Context: an optimization exercise on an open-source flow, tuned for small area, a short achievable clock period and few clock cycles. The choices shown serve that exercise and are no tape-out recipe.
Only simulation tests tie the RTL to the original design; equivalence was not proved.
The clock port is modelled as an ideal driver; clocking choices that lean on that would not hold on a real chip.

Design RISC_V, start of the top module:
module RISC_V(clk, rst, mem_addr, mem_wdata, mem_we, mem_rdata);
Size: about 1600 cells after synthesis, ~200 flip-flops, roughly 51 I/O pins.
==> module RISC_V, before the edit <==
module RISC_V(clk, rst, mem_addr, mem_wdata, mem_we, mem_rdata);
    input clk, rst;
    input  [15:0] mem_rdata;
    output [15:0] mem_addr;
    output [15:0] mem_wdata;
    output        mem_we;
    reg  [15:1] fa;         
    reg  [15:0] ir;         
    reg  [7:0]  sa, sb;     
    reg         iv;         
    reg         mem;        
    reg  [15:0] ea;         
    reg  [2:0]  mrd;        
    reg         mst;        
    reg  [15:0] rf [0:7];
    integer k;
    wire [15:0] w      = mem_rdata;
    wire        w_jump = ~mem & (w[14:12] == 3'b100);
    wire        w_pt   = ~mem & (w[14:12] == 3'b011) & w[15];   
    wire [15:1] inc    = w_jump ? {{4{w[15]}}, w[11:1]} :
                         w_pt   ? {{12{w[15]}}, w[9], w[2:1]} : {14'd0, ~mem};
    wire [15:1] fnext  = fa + inc;
    wire [2:0] op  = ir[14:12];
    wire [2:0] f3  = ir[2:0];
    wire       exv = iv & ~mem;
    wire is_r  = (op == 3'b000);
    wire is_l  = (op == 3'b001);
    wire is_s  = (op == 3'b010);
    wire is_b  = (op == 3'b011);
    wire is_i  = (op == 3'b101);
    reg [15:0] a, b;
    always @(*) begin
        a = 16'd0;
        b = 16'd0;
        for (k = 0; k < 8; k = k + 1) begin
            a = a | ({16{sa[k]}} & rf[k]);
            b = b | ({16{sb[k]}} & rf[k]);
        end
    end
    wire [15:0] immI = {{10{ir[15]}}, ir[8:6], ir[2:0]};
    wire [15:0] immS = {{10{ir[15]}}, ir[5:0]};
    wire        sub  = is_b | (is_r & ~f3[2] & (f3[1] | f3[0]));
    wire [15:0] op2  = (is_r | is_b) ? (sub ? ~b : b) : (is_s ? immS : immI);
    wire [15:0] sum  = a + op2 + {15'd0, sub};
    wire        lt   = (a[15] ^ b[15]) ? a[15] : sum[15];
    wire        eq   = (a == b);
    reg [15:0] res;
    always @(*) begin
        if (is_r & (f3 == 3'b111))      res = a & b;
        else if (is_r & (f3 == 3'b110)) res = a | b;
        else if (is_r & (f3 == 3'b010)) res = {15'd0, lt};
        else                            res = sum;
    end
    wire [4:0]  bimm  = {ir[15], ir[15], ir[9], ir[2:1]};         
    wire [4:0]  boff  = ir[15] ? (5'd1 - bimm) : (bimm - 5'd1);
    wire [15:1] alt   = fa + {{10{boff[4]}}, boff};
    wire taken    = ir[11] ? lt : (eq ^ ir[10]);
    wire redirect = exv & is_b & (taken ^ ir[15]);
    wire        ex_we = exv & (is_r | is_i);
    wire        wen   = mem ? ~mst : ex_we;
    wire [2:0]  wa    = mem ? mrd : ir[11:9];
    wire [15:0] wd    = mem ? mem_rdata : res;
    always @(posedge clk)
        if (wen) rf[wa] <= wd;
    always @(posedge clk or posedge rst) begin
        if (rst) begin
            fa  <= 15'd0;
            iv  <= 1'b0;
            mem <= 1'b0;
        end else begin
            mem <= exv & (is_l | is_s);
            fa <= ({15{redirect}} & alt) | ({15{~redirect}} & fnext);
            if (~mem)
                iv <= ~redirect;
        end
    end
    wire keep_b = mem | (exv & is_s);
    always @(posedge clk) begin
        if (~mem)
            ir <= w;
        for (k = 0; k < 8; k = k + 1) begin
            sa[k] <= mem ? (ir[5:3] == k) : (w[5:3] == k);
            sb[k] <= keep_b ? (ir[8:6] == k) : (w[8:6] == k);
        end
        ea  <= sum;
        mrd <= ir[11:9];
        mst <= is_s;
    end
    assign mem_addr  = mem ? ea : {fa, 1'b0};
    assign mem_wdata = b;
    assign mem_we    = mem & mst;
endmodule
clock: 8.0 ns
lec_check: 0
abc_area: 1
cap_margin: 20
core_margin: 2
core_utilization: 40
setup_slack_margin: 4.6
slew_margin: 20
standard.sh (not shown) runs the stock make flow with config.mk's settings and CLKGATE_MAP_FILE= SYNTH_SCRIPT=/design/flow/synth_recipe.tcl, a recipe that flattens the netlist after the stock synthesis.
==> flow/flow/run.sh <==
#!/bin/bash
# The standard layout (standard.sh) with three changes:
# - synthesis leaves adders to ABC instead of mapping them onto the
#   library's full/half-adder cells (ADDER_MAP_FILE empty); the registers
#   are the standard synthesis's;
# - plain buffers on the ports (buffer_ports otherwise picks delay cells);
# - after the post-CTS timing repair, a downsizing pass that keeps the setup slack at or above SETUP_SLACK_MARGIN.
# Full tool output goes to standard.log.
set -e
export FLOW_FLOW_DIR=$PWD/flow
export ADDER_MAP_FILE=
export BUFFER_PORTS_ARGS="-buffer_cell sky130_fd_sc_hd__buf_1"
export POST_CTS_TCL=$FLOW_FLOW_DIR/post_cts.tcl
bash standard.sh > standard.log 2>&1
Other scripts of this flow, unchanged in this note and not shown: flow/flow/area_recover.tcl, flow/flow/post_cts.tcl
The first run ran to the end with no violations.
Testbench counts at the start, summed over its fixed seeds: cycles 40,390.
Edit:
--- a/flow/design.v
+++ b/flow/design.v
@@ -14,14 +14,14 @@
     reg  [2:0]  mrd;        
     reg         mst;        
     reg  [15:0] rf [0:7];
     integer k;
     wire [15:0] w      = mem_rdata;
-    wire        w_jump = ~mem & (w[14:12] == 3'b100);
-    wire        w_pt   = ~mem & (w[14:12] == 3'b011) & w[15];   
+    wire        w_jump = (w[14:12] == 3'b100);
+    wire        w_pt   = (w[14:12] == 3'b011) & w[15];   
     wire [15:1] inc    = w_jump ? {{4{w[15]}}, w[11:1]} :
-                         w_pt   ? {{12{w[15]}}, w[9], w[2:1]} : {14'd0, ~mem};
+                         w_pt   ? {{12{w[15]}}, w[9], w[2:1]} : 15'd1;
     wire [15:1] fnext  = fa + inc;
     wire [2:0] op  = ir[14:12];
     wire [2:0] f3  = ir[2:0];
     wire       exv = iv & ~mem;
     wire is_r  = (op == 3'b000);
@@ -68,13 +68,14 @@
             fa  <= 15'd0;
             iv  <= 1'b0;
             mem <= 1'b0;
         end else begin
             mem <= exv & (is_l | is_s);
-            fa <= ({15{redirect}} & alt) | ({15{~redirect}} & fnext);
-            if (~mem)
+            if (~mem) begin
+                fa <= ({15{redirect}} & alt) | ({15{~redirect}} & fnext);
                 iv <= ~redirect;
+            end
         end
     end
     wire keep_b = mem | (exv & is_s);
     always @(posedge clk) begin
         if (~mem)
Effect: The new run went through all stages and came out clean. Setup slack loses 200 ps. Cell area increases by about 2.6%. Wire length grows by 4.0%. Via count grows by about 2.7%. Non-clock buffer count climbs by 6. Fmax fell by 5.6%.
Testbench counts after the change, summed over its fixed seeds: cycles 40,390.

-- separate check: timing with driven ports --
No port has a modelled driver above. Below, the same layouts with a new extraction and two added sets of constraints.
Step 1 (the two cells are an assumption about what drives the block):
set clk [get_ports {clk}]
set_driving_cell -lib_cell sky130_fd_sc_hd__clkbuf_16 $clk
set_driving_cell -lib_cell sky130_fd_sc_hd__buf_2 [delete_from_list [all_inputs] $clk]
Step 2 adds t to the input delays and takes it off the output delays; t is the mean of the earliest and latest rising clock arrival at the registers after step 1. Input paths then give back, and output paths get back, about the clock's delay inside the block.
a / b / c = ideal ports / drivers / drivers and shift; a / b = the first two.
run	t (ns)	setup slack, ns	worst hold slack (ns)
the first run	0.483	4.614 / 4.629 / 4.145	0.419 / 0.419 / 0.419
the second run	0.491	4.415 / 4.401 / 3.910	0.400 / 0.400 / 0.400
After both steps every run listed still meets setup and hold. For the second run, which loses most, drivers alone change the setup slack by -0.014 ns; drivers and shift together by -0.505 ns.
